This design comes from an exercise in tuning for a short achievable clock period and few clock cycles on the open sky130 flow, not from production work.
The RTL was checked by simulation tests, not by an equivalence proof against the original design.
No activity file was given, so power comes from the tool's default toggle rates.

File: flow/config.mk
export PLATFORM = sky130hd
export DESIGN_NAME = pipelined_cpu
export DESIGN_NICKNAME = pipelined_cpu
export VERILOG_FILES = /design/flow/design.v
export SDC_FILE = /design/flow/constraint.sdc
export NUM_CORES = 4
export LEC_CHECK = 0
export ABC_CLOCK_PERIOD_IN_PS = 3500
export CAP_MARGIN = 20
export CORE_MARGIN = 2
export CORE_UTILIZATION = 40
export PLACE_DENSITY = 0.6
export SETUP_SLACK_MARGIN = 5
export SLEW_MARGIN = 20
File: flow/constraint.sdc
create_clock -name core_clock -period 11.0 [get_ports {clk}]
set_input_delay 2.2000 -clock core_clock [delete_from_list [all_inputs] [get_ports {clk}]]
set_output_delay 2.2000 -clock core_clock [all_outputs]
set_load 0.01 [all_outputs]
File: flow/run.sh
#!/bin/bash
# synth_recipe.tcl (not shown) runs the flow's synth.tcl, then flattens the netlist and writes it again
# the make line also repeats each setting of config.mk as NAME=value (left out here)
make -C /OpenROAD-flow-scripts/flow DESIGN_CONFIG=/design/flow/config.mk WORK_HOME=/design/flow/orfs CLKGATE_MAP_FILE= SYNTH_SCRIPT=/design/flow/synth_recipe.tcl finish
File: flow/design.v
`default_nettype none
module cpu_alu (
    input wire [31:0] src_a,
    input wire [31:0] src_b,
    input wire [ 3:0] control,
    output reg signed [31:0] result,
    output reg carry,
    output reg borrow,
    output wire zero,
    output reg overflow,
    output wire neg,
    output reg lt
);
  wire signed [31:0] src_a_signed = src_a;
  wire signed [31:0] src_b_signed = src_b;
  wire [4:0] shamt = src_b[4:0];
  always @(*) begin
    carry    = 0;
    borrow   = 0;
    overflow = 0;
    lt       = 0;
    casez (control)
      4'b0000: {carry, result} = {1'b0, src_a} + {1'b0, src_b};
      4'b1000: begin
        {carry, result} = {1'b1, src_a} - {1'b0, src_b};
        borrow = ~carry;
        overflow = (src_a[31] != src_b[31]) && (result[31] != src_a[31]);
        lt = (result[31] ^ overflow);
      end
      4'b0001: result = src_a << shamt;
      4'b0010: result = {31'b0, src_a_signed < src_b_signed};
      4'b0011: result = {31'b0, src_a < src_b};
      4'b0100: result = src_a ^ src_b;
      4'b0101: result = src_a >> shamt;
      4'b1101: result = src_a_signed >>> shamt;
      4'b0110: result = src_a | src_b;
      4'b0111: result = src_a & src_b;
      4'b1001: result = src_a;
      4'b1010: result = src_b;
      4'b1111: result = 32'b0;
      default: result = 32'b0;
    endcase
  end
  assign zero = (result == 0);
  assign neg  = result[31];
endmodule
`default_nettype none
module cpu_imm_extend (
    input  wire [24:0] data,
    input  wire [ 2:0] imm_src,
    output reg  [31:0] imm_ext
);
  wire [11:0] imm_i = data[24:13];
  wire [11:0] imm_s = {data[24:18], data[4:0]};
  wire [12:0] imm_b = {data[24], data[0], data[23:18], data[4:1], 1'b0};
  wire [31:0] imm_u = {data[24:5], {12{1'b0}}};
  wire [20:0] imm_j = {data[24], data[12:5], data[13], data[23:14], 1'b0};
  always @(*) begin
    case (imm_src)
      3'd0: imm_ext = {{20{imm_i[11]}}, imm_i};
      3'd1: imm_ext = {{20{imm_s[11]}}, imm_s};
      3'd2: imm_ext = {{19{imm_b[12]}}, imm_b};
      3'd3: imm_ext = imm_u;
      3'd4: imm_ext = {{11{imm_j[20]}}, imm_j};
      default: imm_ext = 32'b0;
    endcase
  end
endmodule
`default_nettype none
module cpu_register_file (
    input wire clk,
    input wire rst_n,
    input wire [4:0] a1,
    input wire [4:0] a2,
    input wire [4:0] a3,
    input wire [31:0] wd3,
    input wire we3,
    output wire [31:0] rd1,
    output wire [31:0] rd2
);
  localparam REGS_SIZE = 32;
  reg [31:0] regs[0:REGS_SIZE-1];
  integer i;
  always @(negedge clk or negedge rst_n) begin
    if (!rst_n) begin
      for (i = 0; i < REGS_SIZE; i = i + 1) begin
        regs[i] <= 0;
      end
    end else begin
      if (we3 && a3 != 0) begin
        regs[a3] <= wd3;
      end
    end
  end
  assign rd1 = (a1 == 0) ? 0 : regs[a1];
  assign rd2 = (a2 == 0) ? 0 : regs[a2];
  generate
    genvar idx;
    for (idx = 0; idx < 32; idx = idx + 1) begin : g_register
      wire [31:0] val = regs[idx];
    end
  endgenerate
endmodule
`default_nettype none
module cpu_data_extend (
    input  wire [31:0] data,
    input  wire [ 2:0] control,
    output reg  [31:0] data_ext
);
  always @(*) begin
    case (control)
      3'b000:  data_ext = {{24{data[7]}}, data[7:0]};
      3'b001:  data_ext = {{16{data[15]}}, data[15:0]};
      3'b010:  data_ext = data;
      3'b100:  data_ext = {{24{1'b0}}, data[7:0]};
      3'b101:  data_ext = {{16{1'b0}}, data[15:0]};
      default: data_ext = 32'b0;
    endcase
  end
endmodule
`default_nettype none
module pipelined_cpu (
    input wire clk,
    input wire rst_n,
    output wire [31:0] instr_addr,
    input  wire [31:0] instr_data,
    output wire [31:0] data_addr,
    output wire [31:0] data_wdata,
    output wire [ 3:0] data_wenable,
    input  wire [31:0] data_rdata
);
  localparam BTB_N = 16;
  localparam BTB_IW = 4;
  localparam BTB_TW = 8;
  reg  [29:0] pc_f;
  reg         v_d;
  reg  [31:0] instr_d;
  reg  [29:0] pc_d;
  reg         pt_d;
  reg  [29:0] ptgt_d;
  reg         v_e;
  reg  [31:0] a_e, b_e, sd_e;
  reg         fa_m_e, fa_w_e, fb_m_e, fb_w_e, fs_m_e, fs_w_e;
  reg         sub_e;
  reg         sel_add_e, sel_sll_e, sel_sr_e, sel_slt_e, sel_sltu_e;
  reg         sel_xor_e, sel_or_e, sel_and_e, sel_link_e;
  reg         sra_e;
  reg         br_e, jal_e, jalr_e;
  reg  [ 2:0] f3_e;
  reg         ld_e;
  reg  [ 3:0] st_e;
  reg  [ 4:0] rd_e;
  reg         wr_e;
  reg  [29:0] pc_e;
  reg  [29:0] link_e;
  reg  [29:0] tgt_e;
  reg         pt_e;
  reg  [29:0] ptgt_e;
  reg  [31:0] res_m;
  reg  [31:0] sd_m;
  reg  [ 3:0] wen_m;
  reg         ld_m;
  reg  [ 2:0] ldf_m;
  reg  [ 4:0] rd_m;
  reg         wr_m;
  reg         redir_m;
  reg         jalr_m;
  reg         taken_m;
  reg  [29:0] jt_m;
  reg  [29:0] tgt_m;
  reg  [29:0] link_m;
  reg         ctl_m;
  reg  [29:0] pc_m;
  reg  [31:0] res_w;
  reg  [ 4:0] rd_w;
  reg         wr_w;
  reg  [BTB_N-1:0] btb_v;
  reg  [BTB_TW-1:0] btb_tag[0:BTB_N-1];
  reg  [29:0] btb_tgt[0:BTB_N-1];
  reg  [ 1:0] btb_ctr[0:BTB_N-1];
  wire [BTB_IW-1:0] bi_f = pc_f[BTB_IW-1:0];
  wire [BTB_TW-1:0] bt_f = pc_f[BTB_IW+BTB_TW-1:BTB_IW];
  wire bhit_f = btb_v[bi_f] && btb_tag[bi_f] == bt_f && btb_ctr[bi_f][1];
  wire [29:0] btgt_f = btb_tgt[bi_f];
  wire [BTB_IW-1:0] bi_m = pc_m[BTB_IW-1:0];
  wire [BTB_TW-1:0] bt_m = pc_m[BTB_IW+BTB_TW-1:BTB_IW];
  wire bmatch_m = btb_v[bi_m] && btb_tag[bi_m] == bt_m;
  wire [1:0] bctr_m = btb_ctr[bi_m];
  genvar gi;
  generate
    for (gi = 0; gi < BTB_N; gi = gi + 1) begin : g_btb
      always @(posedge clk or negedge rst_n) begin
        if (!rst_n) begin
          btb_v[gi] <= 1'b0;
          btb_tag[gi] <= {BTB_TW{1'b0}};
          btb_tgt[gi] <= 30'b0;
          btb_ctr[gi] <= 2'b00;
        end else if (ctl_m && bi_m == gi) begin
          if (taken_m) begin
            btb_v[gi] <= 1'b1;
            btb_tag[gi] <= bt_m;
            btb_tgt[gi] <= tgt_m;
            if (bmatch_m) btb_ctr[gi] <= (bctr_m == 2'b11) ? 2'b11 : bctr_m + 2'b01;
            else btb_ctr[gi] <= 2'b10;
          end else if (bmatch_m) begin
            btb_ctr[gi] <= (bctr_m == 2'b00) ? 2'b00 : bctr_m - 2'b01;
          end
        end
      end
    end
  endgenerate
  wire stall_d;
  wire [29:0] pc4_f = pc_f + 30'd1;
  wire [29:0] pred_f = bhit_f ? btgt_f : pc4_f;
  wire [29:0] redir_pc = jalr_m ? jt_m : (taken_m ? tgt_m : link_m);
  always @(posedge clk or negedge rst_n) begin
    if (!rst_n) pc_f <= 30'b0;
    else if (redir_m) pc_f <= redir_pc;
    else if (!stall_d) pc_f <= pred_f;
  end
  assign instr_addr = {pc_f, 2'b00};
  always @(posedge clk or negedge rst_n) begin
    if (!rst_n) begin
      v_d <= 1'b0;
      instr_d <= 32'b0;
      pc_d <= 30'b0;
      pt_d <= 1'b0;
      ptgt_d <= 30'b0;
    end else if (redir_m) begin
      v_d <= 1'b0;
    end else if (!stall_d) begin
      v_d <= 1'b1;
      instr_d <= instr_data;
      pc_d <= pc_f;
      pt_d <= bhit_f;
      ptgt_d <= btgt_f;
    end
  end
  wire [6:0] op_d = instr_d[6:0];
  wire [2:0] f3_d = instr_d[14:12];
  wire       f7b_d = instr_d[30];
  wire [4:0] rs1_d = instr_d[19:15];
  wire [4:0] rs2_d = instr_d[24:20];
  wire [4:0] rd_d = instr_d[11:7];
  wire is_load = op_d == 7'b0000011;
  wire is_store = op_d == 7'b0100011;
  wire is_opimm = op_d == 7'b0010011;
  wire is_op = op_d == 7'b0110011;
  wire is_lui = op_d == 7'b0110111;
  wire is_auipc = op_d == 7'b0010111;
  wire is_br = op_d == 7'b1100011;
  wire is_jal = op_d == 7'b1101111;
  wire is_jalr = op_d == 7'b1100111;
  wire use1_d = is_load | is_store | is_opimm | is_op | is_br | is_jalr;
  wire use2_d = is_op | is_br | is_store;
  wire wr_d = v_d & (is_load | is_opimm | is_op | is_lui | is_auipc | is_jal | is_jalr) & (rd_d != 5'd0);
  wire [31:0] imm_i = {{20{instr_d[31]}}, instr_d[31:20]};
  wire [31:0] imm_s = {{20{instr_d[31]}}, instr_d[31:25], instr_d[11:7]};
  wire [31:0] imm_b = {{19{instr_d[31]}}, instr_d[31], instr_d[7], instr_d[30:25], instr_d[11:8], 1'b0};
  wire [31:0] imm_u = {instr_d[31:12], 12'b0};
  wire [31:0] imm_j = {{11{instr_d[31]}}, instr_d[31], instr_d[19:12], instr_d[20], instr_d[30:21], 1'b0};
  wire [31:0] imm_d = is_store ? imm_s : (is_lui | is_auipc) ? imm_u : imm_i;
  wire [31:0] boff_d = is_jal ? imm_j : imm_b;
  wire [31:0] tgt_d = {pc_d, 2'b00} + boff_d;
  reg [31:0] rf[1:31];
  generate
    for (gi = 1; gi < 32; gi = gi + 1) begin : g_rf
      always @(posedge clk or negedge rst_n) begin
        if (!rst_n) rf[gi] <= 32'b0;
        else if (wr_w && rd_w == gi) rf[gi] <= res_w;
      end
    end
  endgenerate
  wire [31:0] rf1 = (rs1_d == 5'd0) ? 32'b0 : rf[rs1_d];
  wire [31:0] rf2 = (rs2_d == 5'd0) ? 32'b0 : rf[rs2_d];
  wire [31:0] rv1_d = (wr_w && rd_w == rs1_d) ? res_w : rf1;
  wire [31:0] rv2_d = (wr_w && rd_w == rs2_d) ? res_w : rf2;
  wire m1_e = wr_e && rd_e == rs1_d;
  wire m2_e = wr_e && rd_e == rs2_d;
  wire m1_m = wr_m && rd_m == rs1_d;
  wire m2_m = wr_m && rd_m == rs2_d;
  assign stall_d = v_d && ld_e && ((use1_d && m1_e) || (use2_d && m2_e));
  wire a_rs1 = !(is_lui | is_auipc | is_jal);
  wire b_rs2 = is_op | is_br;
  wire alu_sub = is_br | (is_op & f7b_d & f3_d == 3'b000) | ((is_op | is_opimm) & (f3_d == 3'b010 || f3_d == 3'b011));
  wire alu_class = is_op | is_opimm;
  always @(posedge clk or negedge rst_n) begin
    if (!rst_n) begin
      v_e <= 1'b0;
      a_e <= 32'b0;
      b_e <= 32'b0;
      sd_e <= 32'b0;
      fa_m_e <= 1'b0;
      fa_w_e <= 1'b0;
      fb_m_e <= 1'b0;
      fb_w_e <= 1'b0;
      fs_m_e <= 1'b0;
      fs_w_e <= 1'b0;
      sub_e <= 1'b0;
      sel_add_e <= 1'b0;
      sel_sll_e <= 1'b0;
      sel_sr_e <= 1'b0;
      sel_slt_e <= 1'b0;
      sel_sltu_e <= 1'b0;
      sel_xor_e <= 1'b0;
      sel_or_e <= 1'b0;
      sel_and_e <= 1'b0;
      sel_link_e <= 1'b0;
      sra_e <= 1'b0;
      br_e <= 1'b0;
      jal_e <= 1'b0;
      jalr_e <= 1'b0;
      f3_e <= 3'b0;
      ld_e <= 1'b0;
      st_e <= 4'b0;
      rd_e <= 5'b0;
      wr_e <= 1'b0;
      pc_e <= 30'b0;
      link_e <= 30'b0;
      tgt_e <= 30'b0;
      pt_e <= 1'b0;
      ptgt_e <= 30'b0;
    end else begin
      a_e <= is_lui ? 32'b0 : (is_auipc | is_jal) ? {pc_d, 2'b00} : rv1_d;
      b_e <= b_rs2 ? rv2_d : imm_d;
      sd_e <= rv2_d;
      fa_m_e <= a_rs1 & m1_e;
      fa_w_e <= a_rs1 & !m1_e & m1_m;
      fb_m_e <= b_rs2 & m2_e;
      fb_w_e <= b_rs2 & !m2_e & m2_m;
      fs_m_e <= m2_e;
      fs_w_e <= !m2_e & m2_m;
      sub_e <= alu_sub;
      sel_add_e <= (!alu_class & !is_jal & !is_jalr) | (alu_class & f3_d == 3'b000);
      sel_sll_e <= alu_class & f3_d == 3'b001;
      sel_sr_e <= alu_class & f3_d == 3'b101;
      sel_slt_e <= alu_class & f3_d == 3'b010;
      sel_sltu_e <= alu_class & f3_d == 3'b011;
      sel_xor_e <= alu_class & f3_d == 3'b100;
      sel_or_e <= alu_class & f3_d == 3'b110;
      sel_and_e <= alu_class & f3_d == 3'b111;
      sel_link_e <= is_jal | is_jalr;
      sra_e <= f7b_d;
      f3_e <= f3_d;
      ld_e <= is_load;
      st_e <= !is_store ? 4'b0000 : f3_d[1] ? 4'b1111 : f3_d[0] ? 4'b0011 : 4'b0001;
      rd_e <= rd_d;
      pc_e <= pc_d;
      link_e <= pc_d + 30'd1;
      tgt_e <= tgt_d[31:2];
      ptgt_e <= ptgt_d;
      if (redir_m || stall_d || !v_d) begin
        v_e <= 1'b0;
        wr_e <= 1'b0;
        br_e <= 1'b0;
        jal_e <= 1'b0;
        jalr_e <= 1'b0;
        pt_e <= 1'b0;
        st_e <= 4'b0;
        ld_e <= 1'b0;
      end else begin
        v_e <= 1'b1;
        wr_e <= wr_d;
        br_e <= is_br;
        jal_e <= is_jal;
        jalr_e <= is_jalr;
        pt_e <= pt_d;
      end
    end
  end
  wire [31:0] opa = fa_m_e ? res_m : fa_w_e ? res_w : a_e;
  wire [31:0] opb = fb_m_e ? res_m : fb_w_e ? res_w : b_e;
  wire [31:0] opsd = fs_m_e ? res_m : fs_w_e ? res_w : sd_e;
  wire [31:0] opbx = opb ^ {32{sub_e}};
  wire [32:0] sum = {1'b0, opa} + {1'b0, opbx} + {32'b0, sub_e};
  wire ltu = !sum[32];
  wire lt = (opa[31] ^ opb[31]) ? opa[31] : ltu;
  wire eq = opa == opb;
  wire [4:0] shamt = opb[4:0];
  wire [31:0] sll = opa << shamt;
  wire signed [32:0] sr_in = {sra_e & opa[31], opa};
  wire [32:0] sr_out = sr_in >>> shamt;
  wire [31:0] sr = sr_out[31:0];
  wire [31:0] res_e =
      ({32{sel_add_e}} & sum[31:0]) |
      ({32{sel_sll_e}} & sll) |
      ({32{sel_sr_e}} & sr) |
      ({32{sel_slt_e}} & {31'b0, lt}) |
      ({32{sel_sltu_e}} & {31'b0, ltu}) |
      ({32{sel_xor_e}} & (opa ^ opb)) |
      ({32{sel_or_e}} & (opa | opb)) |
      ({32{sel_and_e}} & (opa & opb)) |
      ({32{sel_link_e}} & {link_e, 2'b00});
  reg cond_e;
  always @(*) begin
    case (f3_e)
      3'b000:  cond_e = eq;
      3'b001:  cond_e = !eq;
      3'b100:  cond_e = lt;
      3'b101:  cond_e = !lt;
      3'b110:  cond_e = ltu;
      3'b111:  cond_e = !ltu;
      default: cond_e = 1'b0;
    endcase
  end
  wire taken_e = jal_e | (br_e & cond_e);
  wire tgt_ok_e = ptgt_e == tgt_e;
  wire mis_e = v_e & (jalr_e | (taken_e ? !(pt_e & tgt_ok_e) : pt_e));
  always @(posedge clk or negedge rst_n) begin
    if (!rst_n) begin
      res_m <= 32'b0;
      sd_m <= 32'b0;
      wen_m <= 4'b0;
      ld_m <= 1'b0;
      ldf_m <= 3'b0;
      rd_m <= 5'b0;
      wr_m <= 1'b0;
      redir_m <= 1'b0;
      jalr_m <= 1'b0;
      taken_m <= 1'b0;
      jt_m <= 30'b0;
      tgt_m <= 30'b0;
      link_m <= 30'b0;
      ctl_m <= 1'b0;
      pc_m <= 30'b0;
    end else begin
      res_m <= res_e;
      sd_m <= opsd;
      ld_m <= ld_e;
      ldf_m <= f3_e;
      rd_m <= rd_e;
      jalr_m <= jalr_e;
      taken_m <= taken_e;
      jt_m <= sum[31:2];
      tgt_m <= tgt_e;
      link_m <= link_e;
      pc_m <= pc_e;
      if (redir_m) begin
        wen_m <= 4'b0;
        wr_m <= 1'b0;
        redir_m <= 1'b0;
        ctl_m <= 1'b0;
      end else begin
        wen_m <= st_e;
        wr_m <= wr_e;
        redir_m <= mis_e;
        ctl_m <= v_e & (br_e | jal_e);
      end
    end
  end
  assign data_addr = res_m;
  assign data_wdata = sd_m;
  assign data_wenable = wen_m;
  reg [31:0] ldv_m;
  always @(*) begin
    case (ldf_m)
      3'b000:  ldv_m = {{24{data_rdata[7]}}, data_rdata[7:0]};
      3'b001:  ldv_m = {{16{data_rdata[15]}}, data_rdata[15:0]};
      3'b100:  ldv_m = {24'b0, data_rdata[7:0]};
      3'b101:  ldv_m = {16'b0, data_rdata[15:0]};
      default: ldv_m = data_rdata;
    endcase
  end
  always @(posedge clk or negedge rst_n) begin
    if (!rst_n) begin
      res_w <= 32'b0;
      rd_w <= 5'b0;
      wr_w <= 1'b0;
    end else begin
      res_w <= ld_m ? ldv_m : res_m;
      rd_w <= rd_m;
      wr_w <= wr_m;
    end
  end
endmodule
==> results by group, run 1 <==
Global route
  • Vias in the first global route: 88,930
  • Antenna violations before repair: 26
  • Pin count of the biggest net entering global routing: 182
  • First-pass GRT wire length: roughly 700,000 um
  • Total grt overflow: 0
  • All-layer global routing usage: a little over a third

Clock network
  • Clock sink count: 2,226
  • Deepest clock path buffer count: 4
  • CTS resizes: 0
  • TritonCTS clock tree: built
  • Number of CTS-inserted buffers: around 240
  • Hold-fix buffers, CTS: 0
  • Htree depth: 4
  • Clock latency on the worst-skew pair: 0.97 ns
  • Root Driver: clkbuf_16
  • Number of setup buffers added after CTS: 0
  • Clock slew at reported path FFs: 0.07 ns

Place
  • Placer Congestion: 0.9655
  • Hpwl dp: 295,400 um
  • Placed Cells: 12,970
  • Port bufs: 163

Route
  • TritonRoute pass-1 iters: 10
  • WL final: 505,100 um
  • WL per Instance: around 38 um
  • Detailed Route Iter0 Violations: 15,700
  • Vias: 92,540
  • Vias per cell: 6.895
  • Final antenna-violating net count: 0
  • DRC: 0

Timing
  • Max-slew headroom: about a tenth
  • Setup Skew: between 0.1 and 0.15 ns
  • Slew @ Worst Pin: 1.340 ns
  • Final worst path period need: 5.082 ns
  • Period utilization: 46.20%
  • Worst Hold Margin: 0.3468 ns
  • RSZ-0062 raised after global routing: false
  • Final setup TNS: 0 ns
  • Fin. Hold Viols: 0
  • Final Max Slew Viols: 0
  • Final Setup Violations: 0
  • Achievable Freq: 196.8 MHz

Synthesis
  • Commonest cells in the netlist: dfrtp_1, mux2_2, nand2_1
  • Area contributors post-synth: dfrtp_1, mux2_2, a22oi_1
  • Syn. warnings: 37
  • Register area share after synthesis: 50.12%
  • Yosys reg bits: approximately 2,200
  • Ys async rst share: 100.0%
  • Cell area after synthesis: ~110,000 um^2
  • Cells after Synth: 9,741
  • Top_reg_cell synth: dfrtp_1
  • Number of flops mapped to enable cells by yosys: 0
  • Most common cell in the netlist: dfrtp_1
  • Post-synth top area cell: dfrtp_1
  • Yosys top cell area share: 50.12%
  • Yosys cell types: 97
  • Average size of a mapped cell: 11.41 um^2

Cells and area
  • Final Util: 45.22%
  • Final cell count without fillers: 13,420
  • Layout cells sized above 1: around a quarter
  • Area delta synth->final: 12.50%
  • Nets: 9,711
  • Area of the multi-input gates: 52,340 um^2
  • Register area: 55,730 um^2
  • FILL cells: 25,380

Worst setup path
  • Worst setup SP type: flop
  • Critical path peak fanout: 22
  • Crit. End Element: flop
  • R2r setup slk: slightly below 6 ns
  • Cell breakdown of the critical path: buf_4, nand2b_1, nor2_4, buf_4, a222oi_1, nand3_1, nor3_1, a21oi_1, mux2_2, nor2_1, a21oi_1
  • Worst path max stage delay: 0.94 ns
  • Reg-to-Reg End: b_e[12]
  • Setup crit end: b_e[12]
  • CP arrival: 5.89 ns
  • Cell count of the worst reg-to-reg path: 11
  • Crit path launch: instr_d[20]
  • Slowest-stage cell, CP: a21oi_1
  • R2R Path Start: instr_d[20]
  • Critical Path RT: approximately 12 ns
  • CP Class: flop to flop

Flow run
  • Total of max-cap violations: 0

Power
  • Cell Pwr Density: between 150 and 200 nW/um^2
  • Leak: 57.32 nW
  • Worst IR Drop VDD: 0.0001577 V

Worst hold path
  • Hold Path Class: flop to flop

Floorplan
  • Die Y: 531.1 um
  • Initial Util: between 40% and 50%
  • Full die area: between 200,000 and 300,000 um^2
  • Die X: approximately 530 um
  • Number of core rows: ~190
  • Number of top-level pins: 166
  • Core Region: 276,500 um^2

Run status
  • Status: complete, no violations
worst min path at each step:
stage	startpoint	to	slack, ns	cells past startpoint
floorplan	pc_e[0]	pc_m[0]	0.33	0
global placement	pc_e[11]	pc_m[11]	0.33	0
detailed placement	pc_e[8]	pc_m[8]	0.33	0
CTS	ptgt_d[2]	ptgt_e[2]	0.35	0
global route	pc_e[2]	pc_m[2]	0.36	0
finish	pc_e[9]	pc_m[9]	0.35	0
critical path, delay by kind of cell (launching register included):
| family | cells | cell delay, ns |
|---|---|---|
| simple gates | 5 | 1.61 |
| compound gates | 3 | 1.31 |
| buf+inv | 2 | 1.19 |
| mux | 1 | 0.46 |
| flops | 1 | 0.34 |
per-stage QoR:
stage | total power [mW] | area (um^2) | setup WS (ns)
global route | 23.63 | 125000 | 5.526
floorplan | 11.98 | 111200 | 6.531
CTS | 22.86 | 125000 | 5.958
detailed placement | 14.43 | 116800 | 6.011
finish | 23.05 | 125000 | 5.918
global placement | 14.37 | 116800 | 6.044
per-layer routing:
metal | vias to the layer above | GRT usage [%] | share of wire (%)
li1 | 35920 | - | -
met1 | 47290 | 46.12 | 39
met2 | 7382 | 48.88 | 41
met3 | 1929 | 12.23 | 13
met4 | 16 | 20.99 | 7.5
met5 | - | 0.2222 | 0.027
layout make-up:
cell class | count | area share (%)
Antenna cell | 15 | 0.03002
Clock inverter | 93 | 0.9806
Sequential cell | 2226 | 44.57
Multi-Input combinational cell | 6511 | 41.86
Inverter | 113 | 0.3392
Timing Repair Buffer | 418 | 2.952
Clock buffer | 341 | 5.557
Tap cell | 3705 | 3.707
logic make-up (layout without fill, tap and decap cells):
group	after synthesis	count (layout)	synth area share [%]
AO/OA/AOI/OAI	2332	2332	15.40
flip-flops	2226	2226	50.12
multiplexers	2007	2007	20.17
AND/OR/NAND/NOR	1840	1840	7.695
buffers and inverters	1005	965	3.563
XOR/XNOR	198	198	1.560
adder cells (fa/ha/maj)	132	132	1.499
other	1	17	0.003374
flip-flops by register name (all words and copies together) (netlist names), 16 cells and up:
register	cells
jt_m	30
btb_ctr	32
res_w	32
sd_e	32
instr_d	32
btb_v	16
tgt_e	30
ptgt_d	30
pc_d	30
res_m	32
a_e	32
btb_tag	128
pc_f	30
link_m	30
btb_tgt	480
rf	992
b_e	32
ptgt_e	30
tgt_m	30
link_e	30
sd_m	32
report_power, final:
group | total (mW) | switching (mW) | internal [mW]
Clock | 8.52 | 3.57 | 4.95
Sequential | 10.1 | 1.24 | 8.84
Combinational | 4.45 | 3.15 | 1.29
layout by cell type, fill, tap and decap left out, drive strengths merged, types with 50 or more instances in the layout:
cell type      count
a21oi            362
a221oi           284
a222oi            98
a22o             251
a22oi            559
a31oi             56
and3              60
buf              256
clkbuf           341
clkdlybuf4s50    162
clkinv            51
dfrtp           2226
ha               130
inv              120
mux2            1688
mux2i            302
nand2            767
nand3            143
nand4            170
nor2             371
nor3              87
o211ai            64
o21a              50
o21ai            275
xnor2            119
xor2              79
Testbench counts, summed over its fixed seeds: cycles 492,762.
==> run 2: changes to the inputs <==
--- a/flow/design.v
+++ b/flow/design.v
@@ -135,12 +135,14 @@
   reg  [29:0] pc_f;
   reg         v_d;
   reg  [31:0] instr_d;
+  reg  [31:1] rs1oh_d, rs2oh_d;
   reg  [29:0] pc_d;
   reg         pt_d;
   reg  [29:0] ptgt_d;
   reg         v_e;
   reg  [31:0] a_e, b_e, sd_e;
-  reg         fa_m_e, fa_w_e, fb_m_e, fb_w_e, fs_m_e, fs_w_e;
+  reg  [31:0] sha_e;
+  reg  [ 4:0] shb_e;
   reg         sub_e;
   reg         sel_add_e, sel_sll_e, sel_sr_e, sel_slt_e, sel_sltu_e;
   reg         sel_xor_e, sel_or_e, sel_and_e, sel_link_e;
@@ -171,6 +173,8 @@
   reg  [29:0] link_m;
   reg         ctl_m;
   reg  [29:0] pc_m;
+  wire [31:0] res_e;
+  wire [31:0] wnext_m;
   reg  [31:0] res_w;
   reg  [ 4:0] rd_w;
   reg         wr_w;
@@ -219,10 +223,16 @@
     else if (!stall_d) pc_f <= pred_f;
   end
   assign instr_addr = {pc_f, 2'b00};
+  wire [31:0] rs1oh_full = 32'b1 << instr_data[19:15];
+  wire [31:0] rs2oh_full = 32'b1 << instr_data[24:20];
+  wire [31:1] rs1oh_f = rs1oh_full[31:1];
+  wire [31:1] rs2oh_f = rs2oh_full[31:1];
   always @(posedge clk or negedge rst_n) begin
     if (!rst_n) begin
       v_d <= 1'b0;
       instr_d <= 32'b0;
+      rs1oh_d <= 31'b0;
+      rs2oh_d <= 31'b0;
       pc_d <= 30'b0;
       pt_d <= 1'b0;
       ptgt_d <= 30'b0;
@@ -231,6 +241,8 @@
     end else if (!stall_d) begin
       v_d <= 1'b1;
       instr_d <= instr_data;
+      rs1oh_d <= rs1oh_f;
+      rs2oh_d <= rs2oh_f;
       pc_d <= pc_f;
       pt_d <= bhit_f;
       ptgt_d <= btgt_f;
@@ -260,8 +272,9 @@
   wire [31:0] imm_u = {instr_d[31:12], 12'b0};
   wire [31:0] imm_j = {{11{instr_d[31]}}, instr_d[31], instr_d[19:12], instr_d[20], instr_d[30:21], 1'b0};
   wire [31:0] imm_d = is_store ? imm_s : (is_lui | is_auipc) ? imm_u : imm_i;
-  wire [31:0] boff_d = is_jal ? imm_j : imm_b;
-  wire [31:0] tgt_d = {pc_d, 2'b00} + boff_d;
+  wire [31:0] tgtb_d = {pc_d, 2'b00} + imm_b;
+  wire [31:0] tgtj_d = {pc_d, 2'b00} + imm_j;
+  wire [31:0] tgt_d = is_jal ? tgtj_d : tgtb_d;
   reg [31:0] rf[1:31];
   generate
     for (gi = 1; gi < 32; gi = gi + 1) begin : g_rf
@@ -271,8 +284,16 @@
       end
     end
   endgenerate
-  wire [31:0] rf1 = (rs1_d == 5'd0) ? 32'b0 : rf[rs1_d];
-  wire [31:0] rf2 = (rs2_d == 5'd0) ? 32'b0 : rf[rs2_d];
+  reg [31:0] rf1, rf2;
+  integer ri;
+  always @(*) begin
+    rf1 = 32'b0;
+    rf2 = 32'b0;
+    for (ri = 1; ri < 32; ri = ri + 1) begin
+      rf1 = rf1 | ({32{rs1oh_d[ri]}} & rf[ri]);
+      rf2 = rf2 | ({32{rs2oh_d[ri]}} & rf[ri]);
+    end
+  end
   wire [31:0] rv1_d = (wr_w && rd_w == rs1_d) ? res_w : rf1;
   wire [31:0] rv2_d = (wr_w && rd_w == rs2_d) ? res_w : rf2;
   wire m1_e = wr_e && rd_e == rs1_d;
@@ -284,18 +305,15 @@
   wire b_rs2 = is_op | is_br;
   wire alu_sub = is_br | (is_op & f7b_d & f3_d == 3'b000) | ((is_op | is_opimm) & (f3_d == 3'b010 || f3_d == 3'b011));
   wire alu_class = is_op | is_opimm;
+  wire is_shift = alu_class & (f3_d == 3'b001 || f3_d == 3'b101);
   always @(posedge clk or negedge rst_n) begin
     if (!rst_n) begin
       v_e <= 1'b0;
       a_e <= 32'b0;
       b_e <= 32'b0;
       sd_e <= 32'b0;
-      fa_m_e <= 1'b0;
-      fa_w_e <= 1'b0;
-      fb_m_e <= 1'b0;
-      fb_w_e <= 1'b0;
-      fs_m_e <= 1'b0;
-      fs_w_e <= 1'b0;
+      sha_e <= 32'b0;
+      shb_e <= 5'b0;
       sub_e <= 1'b0;
       sel_add_e <= 1'b0;
       sel_sll_e <= 1'b0;
@@ -321,15 +339,11 @@
       pt_e <= 1'b0;
       ptgt_e <= 30'b0;
     end else begin
-      a_e <= is_lui ? 32'b0 : (is_auipc | is_jal) ? {pc_d, 2'b00} : rv1_d;
-      b_e <= b_rs2 ? rv2_d : imm_d;
-      sd_e <= rv2_d;
-      fa_m_e <= a_rs1 & m1_e;
-      fa_w_e <= a_rs1 & !m1_e & m1_m;
-      fb_m_e <= b_rs2 & m2_e;
-      fb_w_e <= b_rs2 & !m2_e & m2_m;
-      fs_m_e <= m2_e;
-      fs_w_e <= !m2_e & m2_m;
+      a_e <= (a_rs1 & m1_e) ? res_e : is_lui ? 32'b0 : (is_auipc | is_jal) ? {pc_d, 2'b00} : m1_m ? wnext_m : rv1_d;
+      b_e <= (b_rs2 & m2_e) ? res_e : !b_rs2 ? imm_d : m2_m ? wnext_m : rv2_d;
+      sd_e <= m2_e ? res_e : m2_m ? wnext_m : rv2_d;
+      sha_e <= !is_shift ? 32'b0 : m1_e ? res_e : m1_m ? wnext_m : rv1_d;
+      shb_e <= !is_shift ? 5'b0 : !b_rs2 ? imm_d[4:0] : m2_e ? res_e[4:0] : m2_m ? wnext_m[4:0] : rv2_d[4:0];
       sub_e <= alu_sub;
       sel_add_e <= (!alu_class & !is_jal & !is_jalr) | (alu_class & f3_d == 3'b000);
       sel_sll_e <= alu_class & f3_d == 3'b001;
@@ -368,20 +382,20 @@
       end
     end
   end
-  wire [31:0] opa = fa_m_e ? res_m : fa_w_e ? res_w : a_e;
-  wire [31:0] opb = fb_m_e ? res_m : fb_w_e ? res_w : b_e;
-  wire [31:0] opsd = fs_m_e ? res_m : fs_w_e ? res_w : sd_e;
+  wire [31:0] opa = a_e;
+  wire [31:0] opb = b_e;
+  wire [31:0] opsd = sd_e;
   wire [31:0] opbx = opb ^ {32{sub_e}};
   wire [32:0] sum = {1'b0, opa} + {1'b0, opbx} + {32'b0, sub_e};
   wire ltu = !sum[32];
   wire lt = (opa[31] ^ opb[31]) ? opa[31] : ltu;
   wire eq = opa == opb;
-  wire [4:0] shamt = opb[4:0];
-  wire [31:0] sll = opa << shamt;
-  wire signed [32:0] sr_in = {sra_e & opa[31], opa};
+  wire [4:0] shamt = shb_e;
+  wire [31:0] sll = sha_e << shamt;
+  wire signed [32:0] sr_in = {sra_e & sha_e[31], sha_e};
   wire [32:0] sr_out = sr_in >>> shamt;
   wire [31:0] sr = sr_out[31:0];
-  wire [31:0] res_e =
+  assign res_e =
       ({32{sel_add_e}} & sum[31:0]) |
       ({32{sel_sll_e}} & sll) |
       ({32{sel_sr_e}} & sr) |
@@ -461,13 +475,14 @@
       default: ldv_m = data_rdata;
     endcase
   end
+  assign wnext_m = ld_m ? ldv_m : res_m;
   always @(posedge clk or negedge rst_n) begin
     if (!rst_n) begin
       res_w <= 32'b0;
       rd_w <= 5'b0;
       wr_w <= 1'b0;
     end else begin
-      res_w <= ld_m ? ldv_m : res_m;
+      res_w <= wnext_m;
       rd_w <= rd_m;
       wr_w <= wr_m;
     end
==> flow/flow/run.sh (new file) <==
#!/bin/bash
# Standard layout, with repair_timing aiming for more setup slack than the
# flow settings allow (same clock, same constraints).
set -euo pipefail
bash standard.sh SETUP_SLACK_MARGIN=7 finish > standard_flow.log 2>&1
==> flow/standard.sh (new file) <==
#!/bin/bash
# synth_recipe.tcl (not shown) runs the flow's synth.tcl, then flattens the netlist and writes it again
# the make line also repeats each setting of config.mk as NAME=value (left out here)
make -C /OpenROAD-flow-scripts/flow DESIGN_CONFIG=/design/flow/config.mk WORK_HOME=/design/flow/orfs CLKGATE_MAP_FILE= SYNTH_SCRIPT=/design/flow/synth_recipe.tcl "${@:-finish}"
--- a/flow/config.mk
+++ b/flow/config.mk
@@ -10,5 +10,4 @@
 export CORE_MARGIN = 2
 export CORE_UTILIZATION = 40
 export PLACE_DENSITY = 0.6
-export SETUP_SLACK_MARGIN = 5
 export SLEW_MARGIN = 20
removed: flow/run.sh
==> results by group, run 2 <==
Synthesis
  • Top_reg_cell synth: dfrtp_1
  • Most common cell in the netlist: dfrtp_1
  • Ys async rst share: 100.0%
  • Number of flops mapped to enable cells by yosys: 0
  • Commonest cells in the netlist: dfrtp_1, mux2_2, clkbuf_1
  • Post-synth top area cell: dfrtp_1
  • Average size of a mapped cell: about 12 um^2
  • Yosys top cell area share: 51.27%
  • Register area share after synthesis: 51.27%
  • Syn. warnings: 5
  • Yosys cell types: 92
  • Area contributors post-synth: dfrtp_1, mux2_2, a221oi_1
  • Cells after Synth: approximately 9,700
  • Yosys reg bits: around 2,300
  • Cell area after synthesis: between 100,000 and 150,000 um^2

Worst setup path
  • Cell count of the worst reg-to-reg path: 12
  • Crit path launch: instr_d[24]
  • Crit. End Element: flop
  • CP Class: flop to flop
  • Reg-to-Reg End: b_e[16]
  • R2r setup slk: 6.76 ns
  • R2R Path Start: instr_d[24]
  • Worst setup SP type: flop
  • CP arrival: 5.04 ns
  • Critical path peak fanout: 35
  • Critical Path RT: between 10 and 15 ns

Clock network
  • Htree depth: 4
  • Clock sink count: 2,319
  • Clock slew at reported path FFs: 0.06 ns
  • Deepest clock path buffer count: 4
  • Number of CTS-inserted buffers: 244
  • Clock latency on the worst-skew pair: 0.98 ns
  • Hold-fix buffers, CTS: 0
  • TritonCTS clock tree: built
  • Root Driver: clkbuf_16

Worst hold path
  • Hold Path Class: flop to flop
  • Hold Crit Endpoint: sd_m[4]
  • Hold Crit Depth: 0
  • Hold_sp: sd_e[4]

Power
  • Leak: between 50 and 60 nW
  • Cell Pwr Density: 181.1 nW/um^2
  • Worst IR Drop VDD: 0.0001713 V
  • Tot Pwr: 23.25 mW

Route
  • Final antenna-violating net count: 0
  • Detailed Route Iter0 Violations: about 15,000
  • Vias per cell: 6.931
  • DRC: 0
  • TritonRoute pass-1 iters: 11
  • WL final: 508,400 um
  • Vias: 93,220
  • WL per Instance: 37.80 um

Cells and area
  • Final Util: 45.56%
  • Top flop regs: rf (992), btb_tgt (480), btb_tag (128)
  • Layout cells sized above 1: between 20% and 30%
  • Nets: 9,697
  • Most common cell after layout, fill and taps aside: dfrtp_1
  • Number of flip-flops in the largest register: just under 1,000
  • Commonest non-fill, non-tap cells in the layout: dfrtp_1, mux2_2, nand2_1
  • Area delta synth->final: 13.45%
  • Biggest register: rf

Floorplan
  • Die Y: 535.9 um
  • Die X: 535.9 um
  • Core Region: 281,800 um^2
  • Number of top-level pins: 166
  • Full die area: 287,200 um^2
  • Number of core rows: just under 200
  • Initial Util: 40.16%

Flow run
  • Total of max-cap violations: 0

Timing
  • Period utilization: between 30 and 40%
  • Achievable Freq: 236.1 MHz
  • Slew @ Worst Pin: 1.304 ns
  • Fin. Hold Viols: 0
  • Final Setup Violations: 0
  • Max-slew headroom: between 10% and 20%
  • RSZ-0062 raised after global routing: true
  • Final Max Slew Viols: 0
  • Setup Skew: 0.09721 ns
  • Final setup TNS: 0 ns
  • Final worst path period need: 4.236 ns

Global route
  • Antenna violations before repair: 27
  • Total grt overflow: 0
  • All-layer global routing usage: approximately a third
  • First-pass GRT wire length: roughly 700,000 um
  • Pin count of the biggest net entering global routing: 183
  • Vias in the first global route: ~90,000

Place
  • Port bufs: roughly 160
  • Placer Congestion: 0.9955
  • Hpwl dp: ~290,000 um

Run status
  • Status: complete, no violations
[run 2: changes by cell type in the layout (fill, tap and decap cells not counted), sizes merged, moves of 88 or more]
cell,delta
a22o,+197
clkdlybuf4s50,-98
a21oi,-92
a221oi,+175
dlygate4sd2,+88
mux2i,-143
dfrtp,+93
nand2,-123
a22oi,-274
[run 2: timing repair]
action,in CTS,in global routing
setup endpoints to repair,462,271
pin swaps,10,11
cloned,8,0
resized for setup,280,87
setup buffers,52,28
[run 2: layout make-up]
class	count	area (um^2)
flip-flops and latches	2319	58330
repair buffers	453	4339
diodes	18	45.04
inverters	151	569.3
multi-input cells	6331	52150
fillers	25540	153400
well taps	3743	4683
clock inverters	90	1136
clock buffers	344	7143
[run 2: cells by family after synthesis]
kind of cell	Yosys count	share of synthesized area, %
mux	1887	19.17
simple gates	1792	7.566
compound gates	2329	15.61
buf+inv	1027	3.468
xor+xnor	187	1.447
other cells	1	0.003313
fa+ha+maj	131	1.461
flops	2319	51.27
[run 2: report_power, final]
group	total, mW	internal [mW]	switching [mW]
Clock	8.67	4.94	3.73
Combinational	4.11	1.33	2.78
Sequential	10.5	9.18	1.30
[run 2: stage by stage]
stage | instances | worst slack, ns | hold slack (ns) | instance area [um^2]
CTS | 13400 | 6.957 | 0.3371 | 127700
detailed placement | 12910 | 5.438 | 0.3346 | 118400
global placement | 12900 | 5.558 | 0.3337 | 118300
floorplan | 9674 | 7.146 | 0.3312 | 113200
finish | 13450 | 6.764 | 0.3413 | 128400
global route | 13430 | 6.757 | 0.3434 | 128400
[run 2: critical path: stages (launching register included)]
cell and delay (ns):
dfrtp_1 0.62, xor2_1 0.18, nor4_1 0.10, nand3_4 0.07, buf_4 0.51, buf_8 0.46
nand4_1 0.26, o22ai_4 0.42, nor2_1 0.07, a21oi_1 0.38, o21ai_0 0.37, o211ai_1 0.40
o21ai_0 0.20
[run 2: metal layers]
metal	wire length (um)	share of wire, %	GRT usage [%]
met5	88	0.017	0.4164
met4	40980	8.1	21.95
met3	67850	13	11.46
met2	208500	41	48.61
met1	190900	38	45.47
[run 2: how the worst max path moves through the flow]
stage	slack, ns	end
6_report	6.76	b_e[16]
2_1_floorplan	7.15	tgt_e[28]
4_1_cts	6.96	instr_addr[5]
3_3_place_gp	5.56	rs1oh_d[27]
3_5_place_dp	5.44	rs1oh_d[18]
5_1_grt	6.76	b_e[16]
Testbench counts of run 2, summed over its fixed seeds: cycles 492,762.
==> run 3: changes to the inputs <==
--- a/flow/design.v
+++ b/flow/design.v
@@ -135,6 +135,7 @@
   reg  [29:0] pc_f;
   reg         v_d;
   reg  [31:0] instr_d;
+  reg  [29:0] off_d;
   reg  [31:1] rs1oh_d, rs2oh_d;
   reg  [29:0] pc_d;
   reg         pt_d;
@@ -159,11 +160,13 @@
   reg         pt_e;
   reg  [29:0] ptgt_e;
   reg  [31:0] res_m;
+  reg  [31:0] addr_m;
   reg  [31:0] sd_m;
   reg  [ 3:0] wen_m;
   reg         ld_m;
   reg  [ 2:0] ldf_m;
   reg  [ 4:0] rd_m;
+  reg  [31:1] rdoh_m;
   reg         wr_m;
   reg         redir_m;
   reg         jalr_m;
@@ -175,17 +178,23 @@
   reg  [29:0] pc_m;
   wire [31:0] res_e;
   wire [31:0] wnext_m;
-  reg  [31:0] res_w;
-  reg  [ 4:0] rd_w;
-  reg         wr_w;
   reg  [BTB_N-1:0] btb_v;
   reg  [BTB_TW-1:0] btb_tag[0:BTB_N-1];
   reg  [29:0] btb_tgt[0:BTB_N-1];
   reg  [ 1:0] btb_ctr[0:BTB_N-1];
-  wire [BTB_IW-1:0] bi_f = pc_f[BTB_IW-1:0];
+  reg  [BTB_N-1:0] bsel_f;
   wire [BTB_TW-1:0] bt_f = pc_f[BTB_IW+BTB_TW-1:BTB_IW];
-  wire bhit_f = btb_v[bi_f] && btb_tag[bi_f] == bt_f && btb_ctr[bi_f][1];
-  wire [29:0] btgt_f = btb_tgt[bi_f];
+  reg  [BTB_N-1:0] bh_f;
+  reg  [29:0] btgt_f;
+  integer bj;
+  always @(*) begin
+    btgt_f = 30'b0;
+    for (bj = 0; bj < BTB_N; bj = bj + 1) begin
+      bh_f[bj] = bsel_f[bj] && btb_v[bj] && btb_ctr[bj][1] && btb_tag[bj] == bt_f;
+      btgt_f = btgt_f | ({30{bh_f[bj]}} & btb_tgt[bj]);
+    end
+  end
+  wire bhit_f = |bh_f;
   wire [BTB_IW-1:0] bi_m = pc_m[BTB_IW-1:0];
   wire [BTB_TW-1:0] bt_m = pc_m[BTB_IW+BTB_TW-1:BTB_IW];
   wire bmatch_m = btb_v[bi_m] && btb_tag[bi_m] == bt_m;
@@ -217,12 +226,27 @@
   wire [29:0] pc4_f = pc_f + 30'd1;
   wire [29:0] pred_f = bhit_f ? btgt_f : pc4_f;
   wire [29:0] redir_pc = jalr_m ? jt_m : (taken_m ? tgt_m : link_m);
+  wire [29:0] pc_next = redir_m ? redir_pc : pred_f;
+  wire [BTB_N-1:0] bsel_next = {{(BTB_N-1){1'b0}}, 1'b1} << pc_next[BTB_IW-1:0];
   always @(posedge clk or negedge rst_n) begin
-    if (!rst_n) pc_f <= 30'b0;
-    else if (redir_m) pc_f <= redir_pc;
-    else if (!stall_d) pc_f <= pred_f;
+    if (!rst_n) begin
+      pc_f <= 30'b0;
+      bsel_f <= {{(BTB_N-1){1'b0}}, 1'b1};
+    end else if (redir_m || !stall_d) begin
+      pc_f <= pc_next;
+      bsel_f <= bsel_next;
+    end
+  end
+  reg [29:0] iaddr_q;
+  always @(posedge clk) begin
+    if (!rst_n) iaddr_q <= 30'b0;
+    else if (redir_m || !stall_d) iaddr_q <= pc_next;
   end
-  assign instr_addr = {pc_f, 2'b00};
+  assign instr_addr = {iaddr_q, 2'b00};
+  wire [31:0] offb_f = {{19{instr_data[31]}}, instr_data[31], instr_data[7], instr_data[30:25], instr_data[11:8], 1'b0};
+  wire [31:0] offj_f = {{11{instr_data[31]}}, instr_data[31], instr_data[19:12], instr_data[20], instr_data[30:21], 1'b0};
+  wire [31:0] off_full_f = instr_data[3] ? offj_f : offb_f;
+  wire [29:0] off_f = off_full_f[31:2];
   wire [31:0] rs1oh_full = 32'b1 << instr_data[19:15];
   wire [31:0] rs2oh_full = 32'b1 << instr_data[24:20];
   wire [31:1] rs1oh_f = rs1oh_full[31:1];
@@ -231,6 +255,7 @@
     if (!rst_n) begin
       v_d <= 1'b0;
       instr_d <= 32'b0;
+      off_d <= 30'b0;
       rs1oh_d <= 31'b0;
       rs2oh_d <= 31'b0;
       pc_d <= 30'b0;
@@ -241,6 +266,7 @@
     end else if (!stall_d) begin
       v_d <= 1'b1;
       instr_d <= instr_data;
+      off_d <= off_f;
       rs1oh_d <= rs1oh_f;
       rs2oh_d <= rs2oh_f;
       pc_d <= pc_f;
@@ -272,15 +298,13 @@
   wire [31:0] imm_u = {instr_d[31:12], 12'b0};
   wire [31:0] imm_j = {{11{instr_d[31]}}, instr_d[31], instr_d[19:12], instr_d[20], instr_d[30:21], 1'b0};
   wire [31:0] imm_d = is_store ? imm_s : (is_lui | is_auipc) ? imm_u : imm_i;
-  wire [31:0] tgtb_d = {pc_d, 2'b00} + imm_b;
-  wire [31:0] tgtj_d = {pc_d, 2'b00} + imm_j;
-  wire [31:0] tgt_d = is_jal ? tgtj_d : tgtb_d;
+  wire [29:0] tgt_d = pc_d + off_d;
   reg [31:0] rf[1:31];
   generate
     for (gi = 1; gi < 32; gi = gi + 1) begin : g_rf
       always @(posedge clk or negedge rst_n) begin
         if (!rst_n) rf[gi] <= 32'b0;
-        else if (wr_w && rd_w == gi) rf[gi] <= res_w;
+        else if (wr_m && rdoh_m[gi]) rf[gi] <= wnext_m;
       end
     end
   endgenerate
@@ -294,8 +318,8 @@
       rf2 = rf2 | ({32{rs2oh_d[ri]}} & rf[ri]);
     end
   end
-  wire [31:0] rv1_d = (wr_w && rd_w == rs1_d) ? res_w : rf1;
-  wire [31:0] rv2_d = (wr_w && rd_w == rs2_d) ? res_w : rf2;
+  wire [31:0] rv1_d = rf1;
+  wire [31:0] rv2_d = rf2;
   wire m1_e = wr_e && rd_e == rs1_d;
   wire m2_e = wr_e && rd_e == rs2_d;
   wire m1_m = wr_m && rd_m == rs1_d;
@@ -340,7 +364,7 @@
       ptgt_e <= 30'b0;
     end else begin
       a_e <= (a_rs1 & m1_e) ? res_e : is_lui ? 32'b0 : (is_auipc | is_jal) ? {pc_d, 2'b00} : m1_m ? wnext_m : rv1_d;
-      b_e <= (b_rs2 & m2_e) ? res_e : !b_rs2 ? imm_d : m2_m ? wnext_m : rv2_d;
+      b_e <= (b_rs2 & m2_e) ? (res_e ^ {32{alu_sub}}) : (!b_rs2 ? imm_d : m2_m ? wnext_m : rv2_d) ^ {32{alu_sub}};
       sd_e <= m2_e ? res_e : m2_m ? wnext_m : rv2_d;
       sha_e <= !is_shift ? 32'b0 : m1_e ? res_e : m1_m ? wnext_m : rv1_d;
       shb_e <= !is_shift ? 5'b0 : !b_rs2 ? imm_d[4:0] : m2_e ? res_e[4:0] : m2_m ? wnext_m[4:0] : rv2_d[4:0];
@@ -361,7 +385,7 @@
       rd_e <= rd_d;
       pc_e <= pc_d;
       link_e <= pc_d + 30'd1;
-      tgt_e <= tgt_d[31:2];
+      tgt_e <= tgt_d;
       ptgt_e <= ptgt_d;
       if (redir_m || stall_d || !v_d) begin
         v_e <= 1'b0;
@@ -382,14 +406,14 @@
       end
     end
   end
+  wire [31:0] rdoh_e = 32'b1 << rd_e;
   wire [31:0] opa = a_e;
   wire [31:0] opb = b_e;
   wire [31:0] opsd = sd_e;
-  wire [31:0] opbx = opb ^ {32{sub_e}};
-  wire [32:0] sum = {1'b0, opa} + {1'b0, opbx} + {32'b0, sub_e};
+  wire [32:0] sum = {1'b0, opa} + {1'b0, opb} + {32'b0, sub_e};
   wire ltu = !sum[32];
-  wire lt = (opa[31] ^ opb[31]) ? opa[31] : ltu;
-  wire eq = opa == opb;
+  wire lt = (opa[31] ^ opb[31]) ? ltu : opa[31];
+  wire eq = &(opa ^ opb);
   wire [4:0] shamt = shb_e;
   wire [31:0] sll = sha_e << shamt;
   wire signed [32:0] sr_in = {sra_e & sha_e[31], sha_e};
@@ -423,11 +447,11 @@
   always @(posedge clk or negedge rst_n) begin
     if (!rst_n) begin
       res_m <= 32'b0;
-      sd_m <= 32'b0;
       wen_m <= 4'b0;
       ld_m <= 1'b0;
       ldf_m <= 3'b0;
       rd_m <= 5'b0;
+      rdoh_m <= 31'b0;
       wr_m <= 1'b0;
       redir_m <= 1'b0;
       jalr_m <= 1'b0;
@@ -439,10 +463,10 @@
       pc_m <= 30'b0;
     end else begin
       res_m <= res_e;
-      sd_m <= opsd;
       ld_m <= ld_e;
       ldf_m <= f3_e;
       rd_m <= rd_e;
+      rdoh_m <= rdoh_e[31:1];
       jalr_m <= jalr_e;
       taken_m <= taken_e;
       jt_m <= sum[31:2];
@@ -462,7 +486,11 @@
       end
     end
   end
-  assign data_addr = res_m;
+  always @(posedge clk) begin
+    if (ld_e || st_e != 4'b0) addr_m <= sum[31:0];
+    sd_m <= opsd;
+  end
+  assign data_addr = addr_m;
   assign data_wdata = sd_m;
   assign data_wenable = wen_m;
   reg [31:0] ldv_m;
@@ -476,15 +504,4 @@
     endcase
   end
   assign wnext_m = ld_m ? ldv_m : res_m;
-  always @(posedge clk or negedge rst_n) begin
-    if (!rst_n) begin
-      res_w <= 32'b0;
-      rd_w <= 5'b0;
-      wr_w <= 1'b0;
-    end else begin
-      res_w <= wnext_m;
-      rd_w <= rd_m;
-      wr_w <= wr_m;
-    end
-  end
 endmodule
==> flow/flow/run.sh (replaced) <==
#!/bin/bash
# Standard layout, with repair_timing aiming for more setup slack than the
# flow settings allow (same clock, same constraints).
set -euo pipefail
bash standard.sh SETUP_SLACK_MARGIN=7.3 finish > standard_flow.log 2>&1
==> results by group, run 3 <==
Run status
  • Status: complete, no violations

Worst setup path
  • CP Class: flop to flop
  • Critical Path RT: 11.70 ns
  • Reg-to-Reg End: b_e[9]
  • R2r setup slk: a little over 7 ns
  • R2R Path Start: rs2oh_d[5]
  • Crit. End Element: flop
  • CP arrival: around 4.6 ns
  • Cell breakdown of the critical path: buf_4, buf_4, a22o_1, a221oi_1, nand3_1, nor3_1, mux2i_1, nand2_1, nor3_1, a211oi_1, nand2_1
  • Worst setup SP type: flop
  • Worst path max stage delay: 0.80 ns
  • Cell count of the worst reg-to-reg path: 11
  • Critical path peak fanout: 14
  • Slowest-stage cell, CP: nor3_1

Clock network
  • Clock latency on the worst-skew pair: 0.91 ns
  • Htree depth: 5
  • Deepest clock path buffer count: 4
  • TritonCTS clock tree: built
  • Number of CTS-inserted buffers: 271
  • Clock slew at reported path FFs: 0.06 ns
  • Root Driver: clkbuf_16
  • Clock sink count: 2,402
  • Hold-fix buffers, CTS: 0

Power
  • Worst IR Drop VDD: 0.0001513 V
  • Leak: approximately 60 nW
  • Cell Pwr Density: between 200 and 250 nW/um^2

Route
  • WL final: approximately 540,000 um
  • Detailed Route Iter0 Violations: 16,370
  • Vias: roughly 100,000
  • WL per Instance: around 37 um
  • Final antenna-violating net count: 0
  • TritonRoute pass-1 iters: 15
  • DRC: 0
  • Vias per cell: 6.778

Timing
  • Slew @ Worst Pin: 1.339 ns
  • Max-slew headroom: slightly above 10%
  • Fin. Hold Viols: 0
  • RSZ-0062 raised after global routing: true
  • Period utilization: between 30% and 40%
  • Final setup TNS: 0 ns
  • Final Setup Violations: 0
  • Final worst path period need: 3.858 ns
  • Final Max Slew Viols: 0
  • Final setup margin: 7.142 ns
  • Setup Skew: ~0.11 ns
  • Achievable Freq: approximately 260 MHz

Cells and area
  • Number of flip-flops in the largest register: 992
  • Biggest register: rf
  • Area delta synth->final: 15.14%
  • Commonest non-fill, non-tap cells in the layout: dfrtp_1, nand2_1, o21ai_0
  • Top flop regs: rf (992), btb_tgt (480), btb_tag (128)
  • Most common cell after layout, fill and taps aside: dfrtp_1
  • Layout cells sized above 1: around a fifth
  • Nets: 10,860

Global route
  • Vias in the first global route: between 90,000 and 100k
  • Pin count of the biggest net entering global routing: ~190
  • First-pass GRT wire length: 746,000 um
  • Total grt overflow: 0
  • All-layer global routing usage: between 30 and 40%
  • Antenna violations before repair: 44

Worst hold path
  • Hold Crit Depth: 0
  • Hold Path Class: flop to flop
  • Hold_sp: sd_e[7]
  • Hold Crit Endpoint: sd_m[7]

Place
  • Port bufs: 163
  • Hpwl dp: between 300,000 and 400,000 um
  • Setup WS pre-CTS: roughly 6 ns
  • Placer Congestion: between 1 and 1.5

Synthesis
  • Most common cell in the netlist: dfrtp_1
  • Ys async rst share: 96.09%
  • Average size of a mapped cell: between 10 and 15 um^2
  • Cells after Synth: 10,800
  • Commonest cells in the netlist: dfrtp_1, nand2_1, o21ai_0
  • Yosys top cell area share: between 50% and 60%
  • Area contributors post-synth: dfrtp_1, mux2_2, nand2_1
  • Yosys reg bits: 2,402
  • Cell area after synthesis: 113,700 um^2
  • Register area share after synthesis: a little over half
  • Syn. warnings: 5
  • Top_reg_cell synth: dfrtp_1
  • Yosys cell types: 100
  • Post-synth top area cell: dfrtp_1
  • Number of flops mapped to enable cells by yosys: 32

Floorplan
  • Initial Util: 40.26%
  • Core Region: 282,500 um^2
  • Number of top-level pins: 166
  • Die X: 537.3 um
  • Full die area: a little under 300,000 um^2
  • Number of core rows: 195
  • Die Y: approximately 540 um

Flow run
  • Total of max-cap violations: 0
[run 3: cell types whose count changed after synthesis, sizes merged, moves of 62 or more]
cell	delta
a22o	-83
o22ai	-65
a221oi	-79
nor2	-166
xor2	+109
nor3	+93
o21ai	+991
a21oi	-80
clkbuf	+86
mux2	-992
a22oi	+187
dfxtp	+62
nand2	+1011
nand3	+62
[run 3: cell type report]
class	count	area [um^2]
Antenna cell	30	75.07
Clock buffer	389	7991
Clock inverter	80	1003
Fill cell	25820	151600
Inverter	142	545.5
Multi-Input combinational cell	7337	51510
Sequential cell	2402	60130
Tap cell	3743	4683
Timing Repair Buffer	539	5011
Timing Repair inverter	1	5.005
[run 3: kinds of logic (layout without fill, tap and decap cells)]
family / count (synthesis) / after routing / share of synthesized area (%)
AOI/OAI and AO/OA: 3156 / 3160 / 18.88
DFF: 2402 / 2402 / 52.71
other: 1 / 32 / 0.003297
and+or+nand+nor: 2803 / 2804 / 11.07
xor gates and xnor gates: 322 / 322 / 2.479
muxes: 951 / 951 / 10.02
adders and majority gates: 98 / 98 / 1.098
buffers and inverters: 1065 / 1151 / 3.738
[run 3: layer usage]
layer	up-vias	GRT usage [%]	wire, um
met5	-	0.9868	141
met2	8000	51.29	220300
met3	2252	14.07	76800
met4	18	22.73	42310
met1	49710	46.86	199800
li1	39400	-	-
[run 3: how the worst max path moves through the flow]
stage	from	to	slack (ns)	cells after the start
2_1_floorplan	data_rdata[15]	b_e[25]	7.13	10
3_3_place_gp	data_rdata[7]	b_e[23]	6.00	11
3_5_place_dp	data_rdata[7]	b_e[23]	5.98	11
4_1_cts	rd_e[2]	bsel_f[14]	7.19	12
5_1_grt	a_e[7]	b_e[19]	7.19	12
6_report	rs2oh_d[5]	b_e[9]	7.14	11
[run 3: critical path, delay by kind of cell (launching register included)]
| family | cells | cell delay, ns |
|---|---|---|
| AO/OA/AOI/OAI | 3 | 0.80 |
| buffers and inverters | 2 | 0.68 |
| flip-flops | 1 | 0.70 |
| multiplexers | 1 | 0.27 |
| AND/OR/NAND/NOR | 5 | 1.25 |
[run 3: report_power, final]
group          internal [mW]  switching [mW]
registers               11.0            2.76
logic                   2.82            6.12
clock network           5.51            3.86
total                   19.4            12.7
[run 3: what timing repair did]
| item | CTS | global route |
|---|---|---|
| gates cloned | 8 | 6 |
| pin swaps | 15 | 20 |
| buffers inserted | 30 | 35 |
| resized for setup | 510 | 163 |
| setup endpoints to repair | 862 | 1017 |
[run 3: metrics by stage]
| step | cell area [um^2] | utilization [%] | cells | hold WS, ns | total power [mW] |
|---|---|---|---|---|---|
| detailed placement | 119400 | 42.27 | 14080 | 0.3269 | 21.64 |
| global placement | 119300 | 42.23 | 14080 | 0.3311 | 21.42 |
| CTS | 129700 | 45.90 | 14590 | 0.3440 | 31.30 |
| finish | 131000 | 46.35 | 14660 | 0.3436 | 32.10 |
| floorplan | 113800 | - | 10800 | 0.3242 | 17.07 |
| global route | 130900 | 46.33 | 14640 | 0.3492 | 33.03 |
Testbench counts of run 3, summed over its fixed seeds: cycles 492,762.

## port drivers added, routing unchanged
How much do the figures lean on ideal ports? The routed layouts below were timed once more, with nothing changed but the port constraints. Step 1, drivers: a clkbuf_16 drives clk and a buf_2 each remaining input, both assumed. Step 2 adds t to the input delays and takes it off the output delays; t is the mean of the earliest and latest rising clock arrival at the registers after step 1. Input paths then give back, and output paths get back, about the clock's delay inside the block. Three values: no drivers, after step 1, after step 2; two values: the first two.
run	t (ns)	setup slack, ns	worst setup path at the end
run 1	1.016	5.918 / 5.918 / 5.918	register to register
run 2	1.040	6.764 / 6.764 / 5.817	input to register
run 3	0.968	7.142 / 7.142 / 6.463	input to register
After both steps setup and hold are still met in every run listed. The setup slack of run 2, which loses most, moves by 0.000 ns with the drivers and by -0.947 ns with both steps.
